Background: an optimization exercise with open tools, aiming at small area, a short achievable clock period and few clock cycles. Do not read the settings as production practice.
The RTL was checked by simulation tests, not by an equivalence proof against the original design.
Power figures rest on the tool's default switching activity, not on a simulated workload.

==> flow/design.v (excerpt) <==
module fsm(
    input [15:0] dataIn,
    input R_I,
    input reset,
    input clk,
    output reg r_o,
    output reg [1:0] err,
    output [31:0] dataOut,
    output ready
    );
    localparam [2:0] W1 = 3'd0, W2 = 3'd1, W3 = 3'd2, W4 = 3'd3,
                     MD = 3'd4, S1 = 3'd5, S2 = 3'd6, NORM = 3'd7;
    reg [2:0]  state;
    reg        rdy;
    reg [31:0] reg_x;
    reg [31:0] reg_n;
    reg [24:0] cnt;         
    reg        last;        
    reg [4:0]  it;
    reg [24:0] acc;         
    reg [24:0] rem;         
    reg [23:0] quo;
    reg [7:0]  mx_e;        
    reg [7:0]  sqe;         
    reg [7:0]  ad;          
    reg        e_gt, e_eq;  
    reg        mx_s;
    reg        sub;
    wire take = rdy & R_I;
    wire md = (state == MD);
    wire        fr_err, fr_inf;
    wire [24:0] fr_inc;
    checkfr_fsm FR(.num_in({reg_n[31:16], dataIn}), .res(fr_err), .inf(), .inc());
    checkfr_fsm FC(.num_in(reg_n), .res(), .inf(fr_inf), .inc(fr_inc));
    wire [24:0] tgt = {1'b1, reg_n[22:0], 1'b0};
    wire [23:0] xm = {1'b1, reg_x[22:0]};
    wire [2:0]  tri_b = (it[2:0] == 3'd7) ? xm[23:21] : xm[{2'b00, it[2:0]} * 5'd3 +: 3];
    wire [24:0] acc_nx;
    pow2_fsm PW(.m(xm), .acc(acc), .tri_b(tri_b), .last(it[2:0] == 3'd7), .acc_nx(acc_nx));
    wire [25:0] as_s;
    sum_fsm SD(.a(rem), .b(md ? xm : acc[23:0]), .sub(md | sub), .s(as_s));
    wire [24:0] rem_nx;
    wire [1:0]  qb;
  ...
Size: roughly 4200 cells after synthesis, ~55 I/O pins.
Settings: LEC_CHECK=0, ABC_AREA=1, CAP_MARGIN=20, CORE_MARGIN=2, CORE_UTILIZATION=40, SETUP_SLACK_MARGIN=5, SLEW_MARGIN=20; clock period 10.0 ns.
run.sh (not shown) runs the stock make flow with config.mk's settings and CLKGATE_MAP_FILE= SYNTH_SCRIPT=/design/flow/synth_recipe.tcl, a recipe that flattens the netlist after the stock synthesis.
The starting point completed with no timing, DRC or antenna violations.
Testbench counts at the start, summed over its fixed seeds: cycles 17,123.
Change:
Settings changed: ABC_AREA 1 to not set.
Wire length fell by about 9%.
Power went down by 27%.
Setup slack is worse by 690 ps.
Synthesized area drops by about 8%.
Design area is lower by about 3.7%.
Critical path depth falls by 1.
Sequential power drops by about 7%.

Another version of the RTL of fsm (not shown whole).
Size: about 5000 cells after synthesis, about 270 flip-flops, roughly 0.035 mm2 of cells after synthesis.
clock: 10.0 ns
lec_check: 0
abc_area: 1
cap_margin: 20
core_margin: 2
core_utilization: 40
setup_slack_margin: 5
slew_margin: 20
Testbench counts at the start, summed over its fixed seeds: cycles 9,959.
Edit:
CORE_UTILIZATION = 60   (was 40)
=> The new run produced a clean layout; power shrinks slightly; cell area decreases slightly; count of clock-buffer cells in the layout increases by 1; setup slack got worse by 12 ps; via count goes up slightly; synthesized area does not change; non-clock buffer count decreases by 3; first-iteration DRC count climbs by about a fifth.

fsm, a different RTL version from the one above (not shown whole).
Size in the first run: ~4900 cells after synthesis, about 280 flip-flops, about 35000 sq um of cells after synthesis.
clock: 10.0 ns
lec_check: 0
abc_area: 1
cap_margin: 20
core_margin: 2
core_utilization: 40
setup_slack_margin: 5
slew_margin: 20
Testbench counts at the start, summed over its fixed seeds: cycles 9,115.
Change:
==> flow/flow/run.sh (new file) <==
#!/bin/bash
# Standard ORFS layout, with timing repair aimed below the design's period.
set -euo pipefail
MARGIN=$(cat flow/margin.txt)
sed "s/^make -C/make SETUP_SLACK_MARGIN=$MARGIN -C/" standard.sh > standard_margin.sh
bash standard_margin.sh > make.log 2>&1
==> flow/flow/margin.txt (new file) <==
5.5
==> flow/standard.sh (new file) <==
#!/bin/bash
# synth_recipe.tcl (not shown) runs the flow's synth.tcl, then flattens the netlist and writes it again
# the make line also repeats each setting of config.mk as NAME=value (left out here)
make -C /OpenROAD-flow-scripts/flow DESIGN_CONFIG=/design/flow/config.mk WORK_HOME=/design/flow/orfs CLKGATE_MAP_FILE= SYNTH_SCRIPT=/design/flow/synth_recipe.tcl "${@:-finish}"
Settings changed: SETUP_SLACK_MARGIN 5 to default.
removed: flow/run.sh
After rerunning: The changed run completed with no timing, DRC or antenna violations. Synthesized area stays the same. Maximum frequency came out higher by a few percent. Worst hold slack barely changes. Setup slack improves by 0.28 ns. Count of clock-buffer cells in the layout went up by 4. Total power came out higher slightly. Wire length hardly moves. Design area grows slightly. Sequential share of layout area is lower by 0.38 points. Clock power stays flat.
Change:
==> flow/run.sh (new file) <==
#!/bin/bash
# synth_recipe.tcl (not shown) runs the flow's synth.tcl, then flattens the netlist and writes it again
# the make line also repeats each setting of config.mk as NAME=value (left out here)
make -C /OpenROAD-flow-scripts/flow DESIGN_CONFIG=/design/flow/config.mk WORK_HOME=/design/flow/orfs CLKGATE_MAP_FILE= SYNTH_SCRIPT=/design/flow/synth_recipe.tcl finish
Settings changed: SETUP_SLACK_MARGIN from default to 4.5.
removed: flow/flow/run.sh
removed: flow/flow/margin.txt
removed: flow/standard.sh
Outcome: The changed run produced a clean layout; non-clock buffer count fell by 59; routed wire length is about the same; fmax fell by 16%.
Change:
==> flow/flow/run.sh (new file) <==
#!/bin/bash
# Standard ORFS layout, with timing repair aimed below the design's period.
set -euo pipefail
MARGIN=$(cat flow/margin.txt)
sed "s/^make -C/make SETUP_SLACK_MARGIN=$MARGIN -C/" standard.sh > standard_margin.sh
bash standard_margin.sh > make.log 2>&1
==> flow/flow/margin.txt (new file) <==
5.25
==> flow/standard.sh (new file) <==
#!/bin/bash
# synth_recipe.tcl (not shown) runs the flow's synth.tcl, then flattens the netlist and writes it again
# the make line also repeats each setting of config.mk as NAME=value (left out here)
make -C /OpenROAD-flow-scripts/flow DESIGN_CONFIG=/design/flow/config.mk WORK_HOME=/design/flow/orfs CLKGATE_MAP_FILE= SYNTH_SCRIPT=/design/flow/synth_recipe.tcl "${@:-finish}"
Settings changed: SETUP_SLACK_MARGIN 4.5 to default.
removed: flow/run.sh
After rerunning: Design area grows slightly; clock power stays flat; via count is higher slightly; synthesized area does not change; setup slack gains 0.78 ns.

## red
Another version of the RTL of fsm (not shown whole).
For scale: ~55 I/O pins.
Settings: LEC_CHECK=0, ABC_AREA=1, CAP_MARGIN=20, CORE_MARGIN=2, CORE_UTILIZATION=40, SLEW_MARGIN=20; clock period 10.0 ns.
standard.sh (not shown) runs the stock make flow with config.mk's settings and CLKGATE_MAP_FILE= SYNTH_SCRIPT=/design/flow/synth_recipe.tcl, a recipe that flattens the netlist after the stock synthesis.
==> flow/flow/run.sh <==
#!/bin/bash
# Standard ORFS layout, with timing repair aimed below the design's period.
set -euo pipefail
MARGIN=$(cat flow/margin.txt)
sed "s/^make -C/make SETUP_SLACK_MARGIN=$MARGIN -C/" standard.sh > standard_margin.sh
bash standard_margin.sh > make.log 2>&1
==> flow/flow/margin.txt <==
5.25
Testbench counts of red, summed over its fixed seeds: cycles 9,732.
The following lists how blue was set up differently from red:
Settings: SETUP_SLACK_MARGIN: unset -> 5.
==> flow/run.sh (new file) <==
#!/bin/bash
# synth_recipe.tcl (not shown) runs the flow's synth.tcl, then flattens the netlist and writes it again
# the make line also repeats each setting of config.mk as NAME=value (left out here)
make -C /OpenROAD-flow-scripts/flow DESIGN_CONFIG=/design/flow/config.mk WORK_HOME=/design/flow/orfs CLKGATE_MAP_FILE= SYNTH_SCRIPT=/design/flow/synth_recipe.tcl finish
removed: flow/flow/run.sh
removed: flow/flow/margin.txt
removed: flow/standard.sh
| clock share of power | blue vs red | ≈ equal |
NOTE: highest clock frequency the design can meet in blue falls short of that of red
Share of the clock period used by the worst path after layout was lower in red than in blue.
blue and red ended up with nearly the same static leakage power.
Compared with red, blue shows a worst reg-to-reg path cell count that is 1 lower.
Maximum vdd ir drop: blue and red compared, lower one is blue
blue completed end to end with timing, DRC and antenna clean.
Sequential share of layout area delta (blue -> red): insignificant

## the reference run
Another version of the RTL of fsm (not shown whole).
For scale: roughly 55 I/O pins, ~34000 sq um of cells after synthesis.
clock: 10.0 ns
lec_check: 0
abc_area: 1
cap_margin: 20
core_margin: 2
core_utilization: 40
slew_margin: 20
==> flow/flow/run.sh <==
#!/bin/bash
# Standard ORFS layout, with timing repair aimed below the design's period.
set -euo pipefail
MARGIN=$(cat flow/margin.txt)
sed "s/^make -C/make SETUP_SLACK_MARGIN=$MARGIN -C/" standard.sh > standard_margin.sh
bash standard_margin.sh > make.log 2>&1
==> flow/flow/margin.txt <==
6
The reference run completed; timing, DRC and antenna clean
Testbench counts of the reference run, summed over its fixed seeds: cycles 9,732.
[inputs] the trial run vs the reference run
# the reference run
export LEC_CHECK = 0
export ABC_AREA = 1
export CAP_MARGIN = 20
export CORE_MARGIN = 2
export CORE_UTILIZATION = 40
export SLEW_MARGIN = 20
create_clock -name core_clock -period 10.0 [get_ports {clk}]
# the trial run
export LEC_CHECK = 0
export ABC_AREA = 1
export CAP_MARGIN = 20
export CORE_MARGIN = 2
export CORE_UTILIZATION = 40
export SETUP_SLACK_MARGIN = 5
export SLEW_MARGIN = 20
create_clock -name core_clock -period 10.0 [get_ports {clk}]
==> flow/run.sh (new file) <==
#!/bin/bash
# synth_recipe.tcl (not shown) runs the flow's synth.tcl, then flattens the netlist and writes it again
# the make line also repeats each setting of config.mk as NAME=value (left out here)
make -C /OpenROAD-flow-scripts/flow DESIGN_CONFIG=/design/flow/config.mk WORK_HOME=/design/flow/orfs CLKGATE_MAP_FILE= SYNTH_SCRIPT=/design/flow/synth_recipe.tcl finish
removed: flow/flow/run.sh
removed: flow/flow/margin.txt
removed: flow/standard.sh
The reference run vs the trial run, critical-path cell with the highest stage delay: fa_2 vs fa_1. Of the trial run and the reference run, the lower combinational group share of total power belongs to the trial run. The trial run vs the reference run: growth of design area from synthesis to finish down. The trial run: maximum single-stage delay on the critical path is 0.03 ns lower than what the reference run reported. The reference run and the trial run ended up with roughly the same number of tap instances. Power density over the cells was lower in the run labelled the reference run. The trial run vs the reference run: core utilization down in the trial run. Per the comparison of the trial run with the reference run, sequential share of layout area went up by 1.5 points; share of the clock period used by the worst path grew by 2.4 points; power now larger; data-path buffer share of cell area in the final layout decreased by 3.1 points relative to the old numbers; design area -about 7.5%.

[re-timing with driven ports]
The results above use ideal ports. As a check the final layouts listed here were re-extracted and re-timed, cells and wires unchanged.
Step 1: set_driving_cell puts a clkbuf_16 on clk and a buf_2 on each other input, an assumption about the parent block.
Step 2 moves the port delays by t, midway between the first and last clock arrival at a register: inputs arrive t later, outputs are due t later. That takes back most of the time a late clock gives input paths.
Three values: ideal ports, drivers, drivers and shift; two values: the first two.
run | shift t [ns] | setup slack, ns | worst hold slack (ns) | worst setup path at the end | cell pins on the clock port's net
the first run of note 1 | 0.611 | 5.074 / 5.074 / 4.650 | 0.453 / 0.453 / 0.453 | input to register | 1
the second run of note 1 | 0.637 | 4.386 / 4.386 / 4.386 | 0.469 / 0.469 / 0.469 | register to register | 1
the first run of note 2 | 0.651 | 5.109 / 5.109 / 5.109 | 0.507 / 0.507 / 0.507 | register to register | 1
the second run of note 2 | 0.639 | 5.097 / 5.097 / 5.097 | 0.514 / 0.514 / 0.514 | register to register | 1
the first run of note 3 | 0.675 | 5.236 / 5.236 / 5.236 | 0.525 / 0.525 / 0.525 | register to register | 1
the second run of note 3 | 0.659 | 5.518 / 5.518 / 5.518 | 0.524 / 0.524 / 0.524 | register to register | 1
the third run of note 3 | 0.676 | 4.643 / 4.643 / 4.643 | 0.525 / 0.525 / 0.525 | register to register | 1
the fourth run of note 3 | 0.674 | 5.423 / 5.423 / 5.423 | 0.526 / 0.526 / 0.526 | register to register | 1
red | 0.626 | 5.301 / 5.301 / 5.301 | 0.522 / 0.522 / 0.522 | register to register | 1
blue | 0.626 | 5.119 / 5.119 / 5.119 | 0.520 / 0.520 / 0.520 | register to register | 1
the reference run | 0.647 | 5.401 / 5.401 / 5.401 | 0.532 / 0.532 / 0.532 | register to register | 1
the trial run | 0.645 | 5.164 / 5.164 / 4.935 | 0.540 / 0.540 / 0.540 | input to register | 1
After both steps every run listed still meets setup and hold. For the first run of note 1, which loses most, drivers alone change the setup slack by 0.000 ns; drivers and shift together by -0.424 ns.
